Background: an optimization exercise with open tools, aiming at small area, a short achievable clock period and few clock cycles per item. Do not read the settings as production practice.
Function was checked by simulation only, so behaviour that the tests miss may differ from the original.

==> run.sh <==
#!/bin/bash
# synth_recipe.tcl (not shown) runs the flow's synth.tcl, then flattens the netlist and writes it again
# the make line also repeats each setting of config.mk as NAME=value (left out here)
make -C /OpenROAD-flow-scripts/flow DESIGN_CONFIG=/design/flow/config.mk WORK_HOME=/design/flow/orfs CLKGATE_MAP_FILE= SYNTH_SCRIPT=/design/flow/synth_recipe.tcl finish
==> config.mk <==
export PLATFORM = sky130hd
export DESIGN_NAME = snitch_shared_muldiv
export DESIGN_NICKNAME = snitch_shared_muldiv
export VERILOG_FILES = /design/flow/design.v
export SDC_FILE = /design/flow/constraint.sdc
export NUM_CORES = 4
export LEC_CHECK = 0
export CAP_MARGIN = 20
export CORE_MARGIN = 2
export CORE_UTILIZATION = 40
export SLEW_MARGIN = 20
==> constraint.sdc <==
create_clock -name core_clock -period 11.0 [get_ports {clk_i}]
set_input_delay 2.2000 -clock core_clock [delete_from_list [all_inputs] [get_ports {clk_i}]]
set_output_delay 2.2000 -clock core_clock [all_outputs]
set_load 0.01 [all_outputs]
==> design.v <==
module lzc #(
  parameter int unsigned WIDTH = 2,
  parameter bit          MODE  = 1'b0,   
  parameter int unsigned CNT_WIDTH = (WIDTH > 1) ? $clog2(WIDTH) : 1
) (
  input  logic [WIDTH-1:0]     in_i,
  output logic [CNT_WIDTH-1:0] cnt_o,
  output logic                 empty_o
);
  always_comb begin
    cnt_o = '0;
    if (MODE) begin
      for (int i = 0; i < WIDTH; i++) begin
        if (in_i[i]) cnt_o = CNT_WIDTH'(WIDTH - 1 - i);
      end
    end else begin
      for (int i = WIDTH - 1; i >= 0; i--) begin
        if (in_i[i]) cnt_o = CNT_WIDTH'(i);
      end
    end
  end
  assign empty_o = ~(|in_i);
endmodule
module stream_arbiter #(
  parameter int unsigned DW    = 32,
  parameter int unsigned N_INP = 2
) (
  input  logic                   clk_i,
  input  logic                   rst_ni,
  input  logic [N_INP*DW-1:0]    inp_data_i,
  input  logic [N_INP-1:0]       inp_valid_i,
  output logic [N_INP-1:0]       inp_ready_o,
  output logic [DW-1:0]          oup_data_o,
  output logic                   oup_valid_o,
  input  logic                   oup_ready_i
);
  logic lock_q, lock_d;    
  logic sel_q;             
  logic sel;
  assign sel = lock_q ? sel_q : inp_valid_i[1];
  assign oup_valid_o = inp_valid_i[sel];
  assign oup_data_o  = sel ? inp_data_i[2*DW-1:DW] : inp_data_i[DW-1:0];
  assign inp_ready_o[0] = oup_ready_i & ~sel;
  assign inp_ready_o[1] = oup_ready_i & sel;
  assign lock_d = oup_valid_o & ~oup_ready_i;
  always_ff @(posedge clk_i or negedge rst_ni) begin
    if (!rst_ni) begin
      lock_q <= 1'b0;
      sel_q  <= 1'b0;
    end else begin
      lock_q <= lock_d;
      sel_q  <= sel;
    end
  end
endmodule
module snitch_shared_muldiv #(
  parameter int unsigned IdWidth = 8,
  parameter int unsigned DataWidth = 32
) (
  input  logic                clk_i,
  input  logic                rst_ni,
  input  logic  [31:0]        acc_qaddr_i,   
  input  logic  [IdWidth-1:0] acc_qid_i,
  input  logic  [31:0]        acc_qdata_op_i,   
  input  logic [DataWidth-1:0] acc_qdata_arga_i,
  input  logic [DataWidth-1:0] acc_qdata_argb_i,
  input  logic [DataWidth-1:0] acc_qdata_argc_i,
  input  logic                acc_qvalid_i,
  output logic                acc_qready_o,
  output logic [DataWidth-1:0] acc_pdata_o,
  output logic [IdWidth-1:0]  acc_pid_o,
  output logic                acc_perror_o,
  output logic                acc_pvalid_o,
  input  logic                acc_pready_i
);
  typedef struct packed {
    logic [31:0] result;
    logic [IdWidth-1:0] id;
  } result_t;
  logic div_valid_op, div_ready_op;
  logic mul_valid_op, mul_ready_op;
  logic mul_valid, mul_ready;
  logic div_valid, div_ready;
  result_t div, mul, oup;
  always_comb begin
    mul_valid_op = 1'b0;
    div_valid_op = 1'b0;
    acc_qready_o = 1'b0;
    acc_perror_o = 1'b0;
    unique casez (acc_qdata_op_i)
      32'b0000001??????????000?????0110011  , 32'b0000001??????????001?????0110011  , 32'b0000001??????????010?????0110011  , 32'b0000001??????????011?????0110011  : begin
        mul_valid_op = acc_qvalid_i;
        acc_qready_o = mul_ready_op;
      end
      32'b0000001??????????100?????0110011  , 32'b0000001??????????101?????0110011  , 32'b0000001??????????110?????0110011  , 32'b0000001??????????111?????0110011  : begin
        div_valid_op = acc_qvalid_i;
        acc_qready_o = div_ready_op;
      end
      default: ;
    endcase
  end
  snitch_shared_muldiv_multiplier #(
    .Width     (32),
    .IdWidth   (IdWidth)
  ) i_multiplier (
    .clk_i,
    .rst_ni,
    .id_i       (acc_qid_i),
    .operator_i (acc_qdata_op_i),
    .operand_a_i(acc_qdata_arga_i[31:0]),
    .operand_b_i(acc_qdata_argb_i[31:0]),
    .valid_i    (mul_valid_op),
    .ready_o    (mul_ready_op),
    .result_o   (mul.result),
    .valid_o    (mul_valid),
    .ready_i    (mul_ready),
    .id_o       (mul.id)
  );
  snitch_shared_muldiv_serdiv #(
    .WIDTH     (32),
    .IdWidth   (IdWidth)
  ) i_div (
    .clk_i     (clk_i),
    .rst_ni    (rst_ni),
    .id_i      (acc_qid_i),
    .operator_i(acc_qdata_op_i),
    .op_a_i    (acc_qdata_arga_i[31:0]),
    .op_b_i    (acc_qdata_argb_i[31:0]),
    .in_vld_i  (div_valid_op),
    .in_rdy_o  (div_ready_op),
    .out_vld_o (div_valid),
    .out_rdy_i (div_ready),
    .id_o      (div.id),
    .res_o     (div.result)
  );
  stream_arbiter #(
    .DW    (32 + IdWidth),
    .N_INP (2)
  ) i_stream_arbiter (
    .clk_i,
    .rst_ni     (rst_ni),
    .inp_data_i ({div, mul}),
    .inp_valid_i({div_valid, mul_valid}),
    .inp_ready_o({div_ready, mul_ready}),
    .oup_data_o (oup),
    .oup_valid_o(acc_pvalid_o),
    .oup_ready_i(acc_pready_i)
  );
  assign acc_pdata_o = DataWidth'(oup.result);
  assign acc_pid_o   = oup.id;
endmodule
module snitch_shared_muldiv_multiplier #(
  parameter int unsigned Width   = 64,
  parameter int unsigned IdWidth = 5
) (
  input  logic               clk_i,
  input  logic               rst_ni,
  input  logic [IdWidth-1:0] id_i,
  input  logic [       31:0] operator_i,
  input  logic [  Width-1:0] operand_a_i,
  input  logic [  Width-1:0] operand_b_i,
  input  logic               valid_i,
  output logic               ready_o,
  output logic [  Width-1:0] result_o,
  output logic               valid_o,
  input  logic               ready_i,
  output logic [IdWidth-1:0] id_o
);
  logic [IdWidth-1:0] id_q;
  logic valid_d, valid_q;
  logic select_upper_q, select_upper_d;
  logic [2*Width-1:0] result_d, result_q;
  logic sign_a, sign_b;
  assign ready_o = ~valid_o | ready_i;
  always_comb begin
    sign_a = 1'b0;
    sign_b = 1'b0;
    unique casez (operator_i)
      32'b0000001??????????001?????0110011  : begin
        sign_a = 1'b1;
        sign_b = 1'b1;
        select_upper_d = 1'b1;
      end
      32'b0000001??????????011?????0110011  : begin
        select_upper_d = 1'b1;
      end
      32'b0000001??????????010?????0110011  : begin
        sign_a = 1'b1;
        select_upper_d = 1'b1;
      end
      default: begin   
        select_upper_d = 1'b0;
      end
    endcase
  end
  assign result_d = $signed(
      {operand_a_i[Width-1] & sign_a, operand_a_i}
  ) * $signed(
      {operand_b_i[Width-1] & sign_b, operand_b_i}
  );
  always_comb begin
    result_o = result_q[Width-1:0];
    if (select_upper_q) begin
      result_o = result_q[2*Width-1:Width];
    end
  end
  always_comb begin
    valid_d = valid_q;
    if (valid_q & ready_i) valid_d = 0;
    if (valid_i & ready_o) valid_d = 1;
  end
  always_ff @(posedge clk_i or negedge rst_ni) begin
    if (!rst_ni) valid_q <= '0;
    else valid_q <= valid_d;
  end
  always_ff @(posedge clk_i or negedge rst_ni) begin
    if (!rst_ni) id_q <= '0;
    else if (valid_i & ready_o) id_q <= id_i;
  end
  always_ff @(posedge clk_i or negedge rst_ni) begin
    if (!rst_ni) result_q <= '0;
    else if (valid_i & ready_o) result_q <= result_d;
  end
  always_ff @(posedge clk_i or negedge rst_ni) begin
    if (!rst_ni) select_upper_q <= '0;
    else if (valid_i & ready_o) select_upper_q <= select_upper_d;
  end
  assign id_o = id_q;
  assign valid_o = valid_q;
endmodule
module snitch_shared_muldiv_serdiv #(
  parameter int unsigned WIDTH   = 64,
  parameter int unsigned IdWidth = 5
) (
  input  logic               clk_i,
  input  logic               rst_ni,
  input  logic [IdWidth-1:0] id_i,
  input  logic [       31:0] operator_i,
  input  logic [  WIDTH-1:0] op_a_i,
  input  logic [  WIDTH-1:0] op_b_i,
  input  logic               in_vld_i,
  output logic               in_rdy_o,
  output logic               out_vld_o,
  input  logic               out_rdy_i,
  output logic [IdWidth-1:0] id_o,
  output logic [  WIDTH-1:0] res_o
);
  logic signed_op;
  logic rem;
  always_comb begin
    signed_op = 1'b0;
    rem = 1'b0;
    unique casez (operator_i)
      32'b0000001??????????100?????0110011  : begin
        signed_op = 1'b1;
      end
      32'b0000001??????????101?????0110011  : begin
      end
      32'b0000001??????????110?????0110011  : begin
        signed_op = 1'b1;
        rem = 1'b1;
      end
      32'b0000001??????????111?????0110011  : begin
        rem = 1'b1;
      end
      default: ;
    endcase
  end
  typedef enum logic [1:0] {
    IDLE,
    DIVIDE,
    FINISH
  } state_e;
  state_e state_d, state_q;
  logic [WIDTH-1:0] res_q, res_d;
  logic [WIDTH-1:0] op_a_q, op_a_d;
  logic [WIDTH-1:0] op_b_q, op_b_d;
  logic op_a_sign, op_b_sign;
  logic op_b_zero, op_b_zero_q, op_b_zero_d;
  logic [IdWidth-1:0] id_q, id_d;
  logic rem_sel_d, rem_sel_q;
  logic comp_inv_d, comp_inv_q;
  logic res_inv_d, res_inv_q;
  logic [WIDTH-1:0] add_mux;
  logic [WIDTH-1:0] add_out;
  logic [WIDTH-1:0] add_tmp;
  logic [WIDTH-1:0] b_mux;
  logic [WIDTH-1:0] out_mux;
  localparam int unsigned SHIFT_W  = $clog2(WIDTH+1);
  localparam int unsigned DSHIFT_W = $clog2(WIDTH+1) + 1;
  logic [$clog2(WIDTH+1)-1:0] cnt_q, cnt_d;
  logic cnt_zero;
  logic [WIDTH-1:0] lzc_a_input, lzc_b_input, op_b;
  logic [$clog2(WIDTH)-1:0] lzc_a_result, lzc_b_result;
  logic [$clog2(WIDTH+1)-1:0] shift_a;
  logic [  $clog2(WIDTH+1):0] div_shift;
  logic a_reg_en, b_reg_en, res_reg_en, ab_comp, pm_sel, load_en;
  logic lzc_a_no_one, lzc_b_no_one;
  logic div_res_zero_d, div_res_zero_q;
  assign op_b_zero   = (op_b_i == 0);
  assign op_a_sign   = op_a_i[$high(op_a_i)];
  assign op_b_sign   = op_b_i[$high(op_b_i)];
  assign lzc_a_input = (signed_op & op_a_sign) ? {~op_a_i[WIDTH-2:0], 1'b0} : op_a_i;
  assign lzc_b_input = (signed_op & op_b_sign) ? ~op_b_i : op_b_i;
  lzc #(
    .MODE (1),   
    .WIDTH(WIDTH)
  ) i_lzc_a (
    .in_i   (lzc_a_input),
    .cnt_o  (lzc_a_result),
    .empty_o(lzc_a_no_one)
  );
  lzc #(
    .MODE (1),   
    .WIDTH(WIDTH)
  ) i_lzc_b (
    .in_i   (lzc_b_input),
    .cnt_o  (lzc_b_result),
    .empty_o(lzc_b_no_one)
  );
  assign shift_a = (lzc_a_no_one) ? ((signed_op & op_a_sign) ? SHIFT_W'(WIDTH - 1) : SHIFT_W'(WIDTH))
                                   : SHIFT_W'(lzc_a_result);
  assign div_shift = (lzc_b_no_one) ? DSHIFT_W'(WIDTH)
                                   : DSHIFT_W'(lzc_b_result) - DSHIFT_W'(shift_a);
  assign op_b = op_b_i <<< $unsigned(div_shift);
  assign div_res_zero_d = (load_en) ? ($signed(div_shift) < 0) : div_res_zero_q;
  assign pm_sel = load_en & ~(signed_op & (op_a_sign ^ op_b_sign));
  assign add_mux = (load_en) ? op_a_i : op_b_q;
  assign b_mux = (load_en) ? op_b : {comp_inv_q, (op_b_q[$high(op_b_q):1])};
  assign out_mux = (rem_sel_q) ? op_a_q : res_q;
  assign res_o = (res_inv_q) ? -$signed(out_mux) : out_mux;
  assign ab_comp = ((op_a_q == op_b_q)
          | ((op_a_q > op_b_q) ^ comp_inv_q)) & ((|op_a_q) | op_b_zero_q);
  assign add_tmp = (load_en) ? 0 : op_a_q;
  assign add_out = (pm_sel) ? add_tmp + add_mux : add_tmp - $signed(add_mux);
  assign cnt_zero = (cnt_q == 0);
  assign cnt_d = (load_en) ? SHIFT_W'(div_shift) : (~cnt_zero) ? cnt_q - SHIFT_W'(1) : cnt_q;
  always_comb begin : p_fsm
    state_d    = state_q;
    in_rdy_o   = 1'b0;
    out_vld_o  = 1'b0;
    load_en    = 1'b0;
    a_reg_en   = 1'b0;
    b_reg_en   = 1'b0;
    res_reg_en = 1'b0;
    unique case (state_q)
      IDLE: begin
        in_rdy_o = 1'b1;
        if (in_vld_i) begin
          a_reg_en = 1'b1;
          b_reg_en = 1'b1;
          load_en  = 1'b1;
          state_d  = DIVIDE;
        end
      end
      DIVIDE: begin
        if (!div_res_zero_q) begin
          a_reg_en   = ab_comp;
          b_reg_en   = 1'b1;
          res_reg_en = 1'b1;
        end
        if (div_res_zero_q) begin
          out_vld_o = 1'b1;
          state_d   = FINISH;
          if (out_rdy_i) begin
            state_d = IDLE;
          end
        end else if (cnt_zero) begin
          state_d = FINISH;
        end
      end
      FINISH: begin
        out_vld_o = 1'b1;
        if (out_rdy_i) begin
          state_d = IDLE;
        end
      end
      default: state_d = IDLE;
    endcase
  end
  assign rem_sel_d = (load_en) ? rem : rem_sel_q;
  assign comp_inv_d = (load_en) ? signed_op & op_b_sign : comp_inv_q;
  assign op_b_zero_d = (load_en) ? op_b_zero : op_b_zero_q;
  assign res_inv_d = (load_en) ?
          (~op_b_zero | rem) & signed_op & (op_a_sign ^ op_b_sign) : res_inv_q;
  assign id_d = (load_en) ? id_i : id_q;
  assign id_o = id_q;
  assign op_a_d = (a_reg_en) ? add_out : op_a_q;
  assign op_b_d = (b_reg_en) ? b_mux : op_b_q;
  assign res_d = (load_en) ? '0 : (res_reg_en) ? {res_q[$high(res_q)-1:0], ab_comp} : res_q;
  always_ff @(posedge clk_i or negedge rst_ni) begin
    if (!rst_ni) state_q <= IDLE;
    else state_q <= state_d;
  end
  always_ff @(posedge clk_i or negedge rst_ni) begin
    if (!rst_ni) op_a_q <= '0;
    else op_a_q <= op_a_d;
  end
  always_ff @(posedge clk_i or negedge rst_ni) begin
    if (!rst_ni) op_b_q <= '0;
    else op_b_q <= op_b_d;
  end
  always_ff @(posedge clk_i or negedge rst_ni) begin
    if (!rst_ni) res_q <= '0;
    else res_q <= res_d;
  end
  always_ff @(posedge clk_i or negedge rst_ni) begin
    if (!rst_ni) cnt_q <= '0;
    else cnt_q <= cnt_d;
  end
  always_ff @(posedge clk_i or negedge rst_ni) begin
    if (!rst_ni) id_q <= '0;
    else id_q <= id_d;
  end
  always_ff @(posedge clk_i or negedge rst_ni) begin
    if (!rst_ni) rem_sel_q <= '0;
    else rem_sel_q <= rem_sel_d;
  end
  always_ff @(posedge clk_i or negedge rst_ni) begin
    if (!rst_ni) comp_inv_q <= '0;
    else comp_inv_q <= comp_inv_d;
  end
  always_ff @(posedge clk_i or negedge rst_ni) begin
    if (!rst_ni) res_inv_q <= '0;
    else res_inv_q <= res_inv_d;
  end
  always_ff @(posedge clk_i or negedge rst_ni) begin
    if (!rst_ni) op_b_zero_q <= '0;
    else op_b_zero_q <= op_b_zero_d;
  end
  always_ff @(posedge clk_i or negedge rst_ni) begin
    if (!rst_ni) div_res_zero_q <= '0;
    else div_res_zero_q <= div_res_zero_d;
  end
endmodule
==> impl_metrics.tcl <==
set metrics [dict create \
    die_h_microns 374 \
    fillers 13344 \
    fp-row-count 135 \
    grt_pass1_vias 46801 \
    syn_to_final_growth_pct 8.61 \
    initial_core_util 0.403 \
    clkLatencyLatePin_ns 0.51 \
    syn_inst 6375 \
    placed_cells 8180 \
    multi_input_area_sq_um 44400 \
    post-synth-top-count-cell "nand2_1" \
    synthArstFlopShare 1.00 \
    r2r-start "i_div.state_q[1]" \
    nets 8006 \
    max_stage_delay_ns 0.63 \
    final_util 0.438 \
    critical_path_class "input port to register" \
    fp.coreArea_sq_um 136000 \
    cp-end-kind "register" \
    drt_iter0_markers 4172 \
    status "complete, no violations" \
    clock.fmax_mhz 95.1 \
    start_kind "input port" \
    ios 215 \
    dp_hpwl_mm 150 \
    routed_wirelength_mm 188 \
    crit_path_max_fanout 18 \
    ys_warn_count 5 \
    cp_data_required_time_ns 11.35 \
    tritoncts "built" \
    grt_max_degree 99 \
    finalSetupViolations 0 \
    cp_slowest_cell "fa_1" \
    synth_top_area_frac 0.412 \
    fp.dieW_microns 374 \
    port_buffers 134 \
    ys_types 98 \
    htree_levels 4 \
    drc 0 \
    drive_above_1_share 0.0768 \
    synth_top_area_cell "fa_1" \
    crit_arrival_ns 10.86 \
    clockRootBuffer "clkbuf_16" \
    min_period_ns 10.51 \
    rsz0062_at_grt "false" \
    cpMostUsedCell "fa_1" \
    hold_viol_final 0 \
    cts.sinks 193 \
    clock_path_buffers 2 \
    antenna_found_initial 12 \
    numCtsBuffers 17 \
    die-area_sq_um 140000 \
    postCtsHoldBufs 0 \
    via_per_inst 5.53 \
    regArea_sq_um 4830 \
    hold_start "i_multiplier.id_q[1]" \
    fin_cells 8217 \
    grt_usage 0.272 \
    wire_per_inst_microns 22.9 \
    syn_nets 7962 \
    synth.area.top_cells "fa_1 (41%), dfrtp_1 (8.8%), nand2_1 (8.4%)" \
    fin_crit_sh 0.956 \
    relSlewSlack 0.322 \
    ys_top_cells_by_count "nand2_1 (1220), fa_1 (1127), inv_1 (1069)" \
    report.final.slew_viol_count 0 \
    synth-edff-count 0 \
    synth_flop_cell "dfrtp_1" \
    ant_nets 0 \
    place_congestion 0.960 \
    synth.avg_cell_area_sq_um 8.58 \
    grt_overflow 0 \
    crit_start "acc_qdata_op_i[31]" \
    cp_top_family "adder cells" \
    seq_area_frac_synth 0.0883 \
    skew_ns 0.0196 \
    grt_pass1_wl_mm 290 \
    drtPass1Iterations 6 \
    dr_total_vias 45423 \
    tightest_slew_ns 0.988 \
    drv_cap 0 \
    path_buf_inv 5 \
    worstHoldPathType "register to register" \
    synth.cell_area_sq_um 54700 \
    synth-seq-cells 193 \
    clkSlewWorstSetupHoldPaths_ns 0.08 \
]
[kinds of logic (layout without fill, tap and decap cells)]
kind of cell | after synthesis | count (layout) | share of synthesized area
other | 1 | 5 | 0.0000685
muxes | 158 | 158 | 0.0303
xor gates and xnor gates | 163 | 163 | 0.0261
buffers and inverters | 1473 | 1530 | 0.102
AOI/OAI and AO/OA | 861 | 861 | 0.0982
DFF | 193 | 193 | 0.0883
and+or+nand+nor | 2111 | 2111 | 0.177
adders and majority gates | 1415 | 1415 | 0.478
[metrics by stage]
stage                     setup TNS [ns]  cell area (sq um)  setup WS [ns]  hold slack [ns]
after floorplan                        0              54700          0.548            0.431
after global placement           -0.0493              58800        -0.0329            0.443
after detailed placement         -0.0651              58800        -0.0374            0.453
after CTS                              0              59400          0.437            0.472
after global routing                   0              59400         0.0338            0.492
final                                  0              59400          0.489            0.470
[placed cells by master (no fill, tap or decap), types with 61 or more instances in the layout]
cell                n
nand2_1          1220
fa_1             1127
inv_1            1069
ha_1              288
buf_4             283
o21ai_0           275
and2_1            263
a21oi_1           225
nor2_1            203
dfrtp_1           191
mux2i_1           107
xnor2_1           102
clkdlybuf4s50_1    77
nor3_1             70
nand3_1            63
xor2_1             61
[worst paths after layout]
kind	end	slack [ns]	cells past startpoint
min in group asynchronous	i_div.op_a_q[3]	1.74	1
max reg2reg	i_div.op_a_q[30]	5.27	23
min	i_multiplier.id_q[1]	0.47	2
max in group asynchronous	i_multiplier.result_q[28]	7.16	3
min reg2reg	i_multiplier.id_q[1]	0.47	2
max	i_multiplier.result_q[58]	0.49	30
[routing by layer]
metal,part of all wire,vias up,GRT usage
li1,-,19904,-
met1,0.41,23226,0.371
met2,0.46,2003,0.435
met3,0.089,286,0.0496
met4,0.038,4,0.0950
met5,0.00012,-,0
[registers in the layout (all words and copies together), names as in the netlist, 2 cells and up]
name                   count
i_div.op_b_q              32
i_div.cnt_q                6
i_div.res_q               32
i_div.state_q              2
i_multiplier.result_q     64
i_multiplier.id_q          8
i_div.id_q                 8
i_div.op_a_q              32
[area by class of cell]
type                       count  share of cell area
antenna                        4            0.000168
tap                         1781              0.0375
multi-input combinational   4709               0.747
sequential                   193              0.0813
clock inverter                11             0.00236
inverter                    1070              0.0676
clock buffer                  21             0.00792
timing repair buffer         428              0.0566
[tightest hold or removal path, stage by stage (launching register included)]
cell	delay, ns
dfrtp_1	0.35
nand2_1	0.05
nand2_1	0.05
[repair_timing]
| item | 4_1_cts | 5_1_grt |
|---|---|---|
| gates resized for setup | 0 | 2 |
| setup endpoints to repair | 0 | 3 |
| buffers inserted | 0 | 0 |
Testbench counts, summed over its fixed seeds: cycles 36,269, ops 8,000.

==> afterwards: timing with drivers on the ports <==
The results above use ideal ports. As a check the final layout listed here was re-extracted and re-timed, cells and wires unchanged. Step 1, drivers: a clkbuf_16 drives clk_i and a buf_2 each remaining input, both assumed. Step 2 adds t to the input delays and takes it off the output delays; t is the mean of the earliest and latest rising clock arrival at the registers after step 1. Input paths then give back, and output paths get back, about the clock's delay inside the block. Three values: ideal, step 1, step 2; two values: the first two.
shift t [ns]: 0.559
slack for setup (ns): 0.489 / 0.521 / -0.038
pins driven straight from the clock port: 1
With both steps, setup timing fails in this run, where it was met with ideal ports. The setup slack of this run moves by +0.032 ns with the drivers and by -0.527 ns with both steps.
